From an optimization exercise on the open Yosys and OpenROAD flow, aimed at small area; shortcuts taken in it are not production practice. At most, simulation tests tie the RTL to the original design; equivalence was not proved. No activity file was given, so power comes from the tool's default toggle rates.

==> trial 90 <==
==> flow/design.v <==
module PhysicalNeuronController_iLoop(
    clk, rst, kill,
    iADDR, W_DATA,
    SWU_EN, SWU_ADDR, SWU_DATA,
    Addr2SYNAPSE, Addr2SOMA, Addr2STDP,
    Data2SYNAPSE, Data2SOMA, Data2STDP,
    EN_SYNAPSE, EN_SOMA, EN_STDP,
    RC_SYNAPSE, RC_SOMA, RC_STDP,
    W_EN2Synapse, W_EN2SOMA, W_EN2STDP,
    o_ctrl, dbg_DATA1, dbg_DATA2
);
input clk, rst, kill;
input [15:0] iADDR;
input [31:0] W_DATA;
input SWU_EN;
input [15:0] SWU_ADDR;
input [7:0] SWU_DATA;
output [6:0] Addr2SYNAPSE, Addr2SOMA, Addr2STDP;
output [31:0] Data2SYNAPSE, Data2SOMA, Data2STDP;
output EN_SYNAPSE, EN_SOMA, EN_STDP;
output RC_SYNAPSE, RC_SOMA, RC_STDP;
output W_EN2Synapse, W_EN2SOMA, W_EN2STDP;
output [1:0] o_ctrl;
output [31:0] dbg_DATA1, dbg_DATA2;
wire [15:0] a_in = SWU_EN ? SWU_ADDR : iADDR;
wire [31:0] d_in = SWU_EN ? {24'b0, SWU_DATA} : W_DATA;
assign dbg_DATA1 = d_in;
reg [1:0] ctl;
always @(posedge clk) begin
    if (rst)
        ctl <= 2'b10;
    else if (a_in[15])
        ctl <= 2'b01;
    else if (a_in[14])
        ctl <= 2'b10;
    else if (|a_in[13:7])
        ctl <= 2'b11;
    else if (|a_in[6:0])
        ctl <= 2'b01;
    else
        ctl <= 2'b00;
end
assign o_ctrl = ctl;
reg [1:0] nst, st;
always @(posedge clk) begin
    st <= nst;
    if (kill)
        nst <= 2'b00;
    else
        case (st)
        2'b00: nst <= (ctl == 2'b11) ? 2'b01 : 2'b00;
        2'b01: nst <= (ctl == 2'b00) ? 2'b00 : (ctl == 2'b11) ? 2'b10 : 2'b01;
        2'b10: nst <= (ctl == 2'b00) ? 2'b01 : (ctl == 2'b11) ? 2'b11 : 2'b10;
        2'b11: nst <= (ctl == 2'b01 || ctl == 2'b10) ? 2'b11 : 2'b10;
        endcase
end
wire [3:0] t = a_in[15:12];
wire [2:0] k = {t[3] & t[1], t[3] & (~t[1] | t[0]), t[3] ? (t[1:0] == 2'b00) : t[2]};
wire [41:0] w_word = {k, a_in[6:0],
                      (ctl == 2'b10) ? d_in[31:16] : 16'b0, d_in[15:0]};
wire [41:0] h_word = {k, a_in[14:8], 16'b0, d_in[31:16]};
reg [41:0] n0, n1, n2, s0, s1, s2, buf_out;
always @(posedge clk) begin
    s0 <= n0;
    s1 <= n1;
    s2 <= n2;
    n0 <= st[1] ? s1 : (st[0] ? w_word : h_word);
    n1 <= st[1] ? (st[0] ? s2 : w_word) : h_word;
    n2 <= st[0] ? w_word : h_word;
    if (kill)
        buf_out <= 42'b0;
    else if (st != 2'b00)
        buf_out <= s0;
    else if (ctl != 2'b00)
        buf_out <= w_word;
    else
        buf_out <= 42'b0;
end
reg [2:0] f;
always @(posedge clk)
    f <= buf_out[41:39];
wire f_a = f[2], f_b = f[1], f_c = f[0];
assign EN_SYNAPSE = ~f_a;
assign EN_SOMA = f_a & ~f_b;
assign EN_STDP = f_a & f_b;
assign RC_SYNAPSE = f_c;
assign RC_SOMA = 1'b0;
assign RC_STDP = 1'b0;
assign W_EN2Synapse = ~f_a & f_b;
assign W_EN2SOMA = EN_SOMA;
assign W_EN2STDP = EN_STDP;
wire [6:0] a_out = buf_out[38:32];
wire [31:0] d_out = buf_out[31:0];
assign Addr2SYNAPSE = EN_SYNAPSE ? a_out : 7'b0;
assign Addr2SOMA = EN_SOMA ? a_out : 7'b0;
assign Addr2STDP = EN_STDP ? a_out : 7'b0;
assign Data2SYNAPSE = EN_SYNAPSE ? d_out : 32'b0;
assign Data2SOMA = EN_SOMA ? d_out : 32'b0;
assign Data2STDP = EN_STDP ? d_out : 32'b0;
assign dbg_DATA2 = d_out;
endmodule
==> flow/flow/run.sh <==
#!/bin/bash
set -euo pipefail
export BUFFER_PORTS_ARGS="-buffer_cell sky130_fd_sc_hd__buf_1"
export CTS_ARGS="-sink_clustering_enable -repair_clock_nets -dont_use_dummy_load -buf_list {${CTS_BUFS:-sky130_fd_sc_hd__clkbuf_4}} -sink_clustering_size ${CTS_SIZE:-10} -sink_clustering_max_diameter ${CTS_DIAM:-35}"
bash standard.sh > standard.log 2>&1
==> flow/standard.sh <==
#!/bin/bash
# synth_recipe.tcl (not shown) runs the flow's synth.tcl, then flattens the netlist and writes it again
# the make line also repeats each setting of config.mk as NAME=value (left out here)
make -C /OpenROAD-flow-scripts/flow DESIGN_CONFIG=/design/flow/config.mk WORK_HOME=/design/flow/orfs CLKGATE_MAP_FILE= SYNTH_SCRIPT=/design/flow/synth_recipe.tcl "${@:-finish}"
==> flow/config.mk <==
export PLATFORM = sky130hd
export DESIGN_NAME = PhysicalNeuronController_iLoop
export DESIGN_NICKNAME = PhysicalNeuronController_iLoop
export VERILOG_FILES = /design/flow/design.v
export SDC_FILE = /design/flow/constraint.sdc
export NUM_CORES = 4
export LEC_CHECK = 0
export CAP_MARGIN = 20
export CORE_MARGIN = 2
export CORE_UTILIZATION = 60
export SLEW_MARGIN = 20
==> flow/constraint.sdc <==
create_clock -name core_clock -period 5.0 [get_ports {clk}]
set_input_delay 1.0000 -clock core_clock [delete_from_list [all_inputs] [get_ports {clk}]]
set_output_delay 1.0000 -clock core_clock [all_outputs]
set_load 0.01 [all_outputs]
==> trial 95 (differences from trial 90) <==
--- a/flow/design.v
+++ b/flow/design.v
@@ -57,25 +57,24 @@
 wire [3:0] t = a_in[15:12];
 wire [2:0] k = {t[3] & t[1], t[3] & (~t[1] | t[0]), t[3] ? (t[1:0] == 2'b00) : t[2]};
 wire [41:0] w_word = {k, a_in[6:0],
-                      (ctl == 2'b10) ? d_in[31:16] : 16'b0, d_in[15:0]};
+                      {16{ctl[1] & ~ctl[0]}} & d_in[31:16], d_in[15:0]};
 wire [41:0] h_word = {k, a_in[14:8], 16'b0, d_in[31:16]};
-reg [41:0] n0, n1, n2, s0, s1, s2, buf_out;
+parameter [41:0] P0 = {42{1'b1}}, P1 = 42'h0, P2 = 42'h0, PB = 42'h0;
+reg [41:0] n0, n1, n2, s0, s1, s2, buf_q;
+wire [41:0] v0 = s0 ^ P0, v1 = s1 ^ P1, v2 = s2 ^ P2;
+wire sel_w = ~kill & ~st[1] & ~st[0] & (ctl[1] | ctl[0]);
+wire sel_s = ~kill & (st[1] | st[0]);
+wire [41:0] x_word = st[0] ? w_word : h_word;
 always @(posedge clk) begin
     s0 <= n0;
     s1 <= n1;
     s2 <= n2;
-    n0 <= st[1] ? s1 : (st[0] ? w_word : h_word);
-    n1 <= st[1] ? (st[0] ? s2 : w_word) : h_word;
-    n2 <= st[0] ? w_word : h_word;
-    if (kill)
-        buf_out <= 42'b0;
-    else if (st != 2'b00)
-        buf_out <= s0;
-    else if (ctl != 2'b00)
-        buf_out <= w_word;
-    else
-        buf_out <= 42'b0;
+    n0 <= P0 ^ (st[1] ? v1 : x_word);
+    n1 <= P1 ^ ((st[1] & st[0]) ? v2 : (st[0] ? h_word : w_word));
+    n2 <= P2 ^ x_word;
+    buf_q <= PB ^ ({42{sel_w}} & w_word | {42{sel_s}} & v0);
 end
+wire [41:0] buf_out = buf_q ^ PB;
 reg [2:0] f;
 always @(posedge clk)
     f <= buf_out[41:39];
==> flow/flow/run.sh (replaced) <==
#!/bin/bash
set -euo pipefail
F=$(cd "$(dirname "${BASH_SOURCE[0]}")" && pwd)
export MY_ABC_SCRIPT=$F/abc_area.script
export BUFFER_PORTS_ARGS="-buffer_cell sky130_fd_sc_hd__buf_1"
export CTS_ARGS="-sink_clustering_enable -repair_clock_nets -dont_use_dummy_load -buf_list {sky130_fd_sc_hd__clkbuf_4} -sink_clustering_size 11 -sink_clustering_max_diameter 45"
bash standard.sh SYNTH_SCRIPT=$F/synth.tcl finish > standard.log 2>&1
==> flow/flow/abc_area.script (new file) <==
strash
dch -f
amap
strash
dch -f
amap
topo
==> flow/flow/synth.tcl (new file) <==
proc synth {args} { yosys synth -nofsm -noshare {*}$args }
proc abc {args} {
  set i [lsearch $args -script]
  if {$i >= 0 && [info exists ::env(MY_ABC_SCRIPT)] && $::env(MY_ABC_SCRIPT) ne ""} {
    lset args [expr {$i + 1}] $::env(MY_ABC_SCRIPT)
  }
  yosys abc {*}$args
}
source $::env(SCRIPTS_DIR)/synth.tcl
# left out here: clear keep_hierarchy, flatten, clean up, hide names made inside functions, write 1_2_yosys.v
Settings changed: ABC_AREA set to 1, CORE_UTILIZATION 60 to 80.
==> build 69 (differences from trial 90) <==
--- a/flow/design.v
+++ b/flow/design.v
@@ -57,25 +57,24 @@
 wire [3:0] t = a_in[15:12];
 wire [2:0] k = {t[3] & t[1], t[3] & (~t[1] | t[0]), t[3] ? (t[1:0] == 2'b00) : t[2]};
 wire [41:0] w_word = {k, a_in[6:0],
-                      (ctl == 2'b10) ? d_in[31:16] : 16'b0, d_in[15:0]};
+                      {16{ctl[1] & ~ctl[0]}} & d_in[31:16], d_in[15:0]};
 wire [41:0] h_word = {k, a_in[14:8], 16'b0, d_in[31:16]};
-reg [41:0] n0, n1, n2, s0, s1, s2, buf_out;
+parameter [41:0] P0 = {42{1'b1}}, P1 = 42'h0, P2 = {42{1'b1}}, PB = 42'h0;
+reg [41:0] n0, n1, n2, s0, s1, s2, buf_q;
+wire [41:0] v0 = s0 ^ P0, v1 = s1 ^ P1, v2 = s2 ^ P2;
+wire sel_w = ~kill & ~st[1] & ~st[0] & (ctl[1] | ctl[0]);
+wire sel_s = ~kill & (st[1] | st[0]);
+wire [41:0] x_word = st[0] ? w_word : h_word;
 always @(posedge clk) begin
     s0 <= n0;
     s1 <= n1;
     s2 <= n2;
-    n0 <= st[1] ? s1 : (st[0] ? w_word : h_word);
-    n1 <= st[1] ? (st[0] ? s2 : w_word) : h_word;
-    n2 <= st[0] ? w_word : h_word;
-    if (kill)
-        buf_out <= 42'b0;
-    else if (st != 2'b00)
-        buf_out <= s0;
-    else if (ctl != 2'b00)
-        buf_out <= w_word;
-    else
-        buf_out <= 42'b0;
+    n0 <= P0 ^ (st[1] ? v1 : x_word);
+    n1 <= P1 ^ ((st[1] & st[0]) ? v2 : (st[0] ? h_word : w_word));
+    n2 <= P2 ^ x_word;
+    buf_q <= PB ^ ({42{sel_w}} & w_word | {42{sel_s}} & v0);
 end
+wire [41:0] buf_out = buf_q ^ PB;
 reg [2:0] f;
 always @(posedge clk)
     f <= buf_out[41:39];
==> flow/flow/run.sh (replaced) <==
#!/bin/bash
set -euo pipefail
F=$(cd "$(dirname "${BASH_SOURCE[0]}")" && pwd)
export MY_ABC_SCRIPT=$F/abc_area.script
export BUFFER_PORTS_ARGS="-buffer_cell sky130_fd_sc_hd__buf_1"
export CTS_ARGS="-sink_clustering_enable -repair_clock_nets -dont_use_dummy_load -buf_list {sky130_fd_sc_hd__clkbuf_4} -sink_clustering_size 11 -sink_clustering_max_diameter 45"
bash standard.sh SYNTH_SCRIPT=$F/synth.tcl finish > standard.log 2>&1
==> flow/flow/abc_area.script (new file) <==
strash
dch -f
amap
strash
dch -f
amap
topo
==> flow/flow/synth.tcl (new file) <==
proc synth {args} { yosys synth -nofsm -noshare {*}$args }
proc abc {args} {
  set i [lsearch $args -script]
  if {$i >= 0 && [info exists ::env(MY_ABC_SCRIPT)] && $::env(MY_ABC_SCRIPT) ne ""} {
    lset args [expr {$i + 1}] $::env(MY_ABC_SCRIPT)
  }
  yosys abc {*}$args
}
source $::env(SCRIPTS_DIR)/synth.tcl
# left out here: clear keep_hierarchy, flatten, clean up, hide names made inside functions, write 1_2_yosys.v
Settings changed: ABC_AREA set to 1, CORE_UTILIZATION 60 to 70.
==> trial 7 (differences from trial 90) <==
--- a/flow/design.v
+++ b/flow/design.v
@@ -54,12 +54,10 @@
         2'b11: nst <= (ctl == 2'b01 || ctl == 2'b10) ? 2'b11 : 2'b10;
         endcase
 end
-wire [3:0] t = a_in[15:12];
-wire [2:0] k = {t[3] & t[1], t[3] & (~t[1] | t[0]), t[3] ? (t[1:0] == 2'b00) : t[2]};
-wire [41:0] w_word = {k, a_in[6:0],
+wire [42:0] w_word = {a_in[15:12], a_in[6:0],
                       (ctl == 2'b10) ? d_in[31:16] : 16'b0, d_in[15:0]};
-wire [41:0] h_word = {k, a_in[14:8], 16'b0, d_in[31:16]};
-reg [41:0] n0, n1, n2, s0, s1, s2, buf_out;
+wire [42:0] h_word = {a_in[15:12], a_in[14:8], 16'b0, d_in[31:16]};
+reg [42:0] n0, n1, n2, s0, s1, s2, buf_out;
 always @(posedge clk) begin
     s0 <= n0;
     s1 <= n1;
@@ -68,18 +66,21 @@
     n1 <= st[1] ? (st[0] ? s2 : w_word) : h_word;
     n2 <= st[0] ? w_word : h_word;
     if (kill)
-        buf_out <= 42'b0;
+        buf_out <= 43'b0;
     else if (st != 2'b00)
         buf_out <= s0;
     else if (ctl != 2'b00)
         buf_out <= w_word;
     else
-        buf_out <= 42'b0;
+        buf_out <= 43'b0;
 end
-reg [2:0] f;
-always @(posedge clk)
-    f <= buf_out[41:39];
-wire f_a = f[2], f_b = f[1], f_c = f[0];
+wire [3:0] nib = buf_out[42:39];
+reg f_a, f_b, f_c;
+always @(posedge clk) begin
+    f_a <= nib[3] & nib[1];
+    f_b <= nib[3] & (~nib[1] | nib[0]);
+    f_c <= nib[3] ? (nib[1:0] == 2'b00) : nib[2];
+end
 assign EN_SYNAPSE = ~f_a;
 assign EN_SOMA = f_a & ~f_b;
 assign EN_STDP = f_a & f_b;
==> flow/flow/run.sh (replaced) <==
#!/bin/bash
set -euo pipefail
export BUFFER_PORTS_ARGS="-buffer_cell sky130_fd_sc_hd__buf_1"
export CTS_ARGS="-sink_clustering_enable -repair_clock_nets -dont_use_dummy_load -buf_list {${CTS_BUFS:-sky130_fd_sc_hd__clkbuf_4}} -sink_clustering_size ${CTS_SIZE:-12} -sink_clustering_max_diameter ${CTS_DIAM:-40}"
bash standard.sh > standard.log 2>&1
Settings changed: CORE_UTILIZATION 60 to 40.
==> results.txt <==
Trial 90 completed with no timing, DRC or antenna violations. Build 69 completed with no timing, DRC or antenna violations. Trial 7 passed the timing, design-rule and antenna checks. Trial 95 completed with no timing, DRC or antenna violations.
Between trial 90 and trial 95, the lower wire length is in trial 90 (gap 7.4%, measured against trial 95).
The highest worst setup slack belongs to trial 90, the lowest to trial 95.
Clock power, highest first: trial 7, trial 90, trial 95, build 69.
Against build 69, the worst hold slack of trial 90 is higher by 0.0065 ns.
The lowest register-to-register slack belongs to trial 95, the highest to trial 90.
Of trial 90 and build 69, trial 90 has the higher clock-buffer cell count (gap 9).
Via count, lowest first: build 69, trial 7, trial 90, trial 95.
Between trial 7 and build 69, the lower global-route usage is in trial 7 (gap 11 points).
For trial 90 and build 69, only the layout was checked, not whether the RTL still works.

separate check: timing with driven ports:
Ports are ideal in the flow. The routed layouts listed here were re-timed in OpenROAD. Step 1 (the two cells are an assumption about what drives the block):
set clk [get_ports {clk}]
set_driving_cell -lib_cell sky130_fd_sc_hd__clkbuf_16 $clk
set_driving_cell -lib_cell sky130_fd_sc_hd__buf_2 [delete_from_list [all_inputs] $clk]
Step 2 moves the port delays by t, midway between the first and last clock arrival at a register: inputs arrive t later, outputs are due t later. That takes back most of the time a late clock gives input paths. Slacks: no drivers / after step 1 / after step 2; pairs: no drivers / after step 1.
run	t, ns	setup WS [ns]	worst setup path at the end	clock arrival spread, ns
trial 90	0.639	1.798 / 1.777 / 1.725	input to register	0.053 / 0.054
trial 95	0.667	0.321 / 0.285 / 0.825	input to output	0.052 / 0.052
build 69	0.651	1.376 / 1.354 / 1.354	input to output	0.042 / 0.042
trial 7	0.652	1.672 / 1.635 / 1.646	input to register	0.087 / 0.087
After both steps every run listed still meets setup and hold. The setup slack of trial 90, which loses most, moves by -0.021 ns with the drivers and by -0.073 ns with both steps.
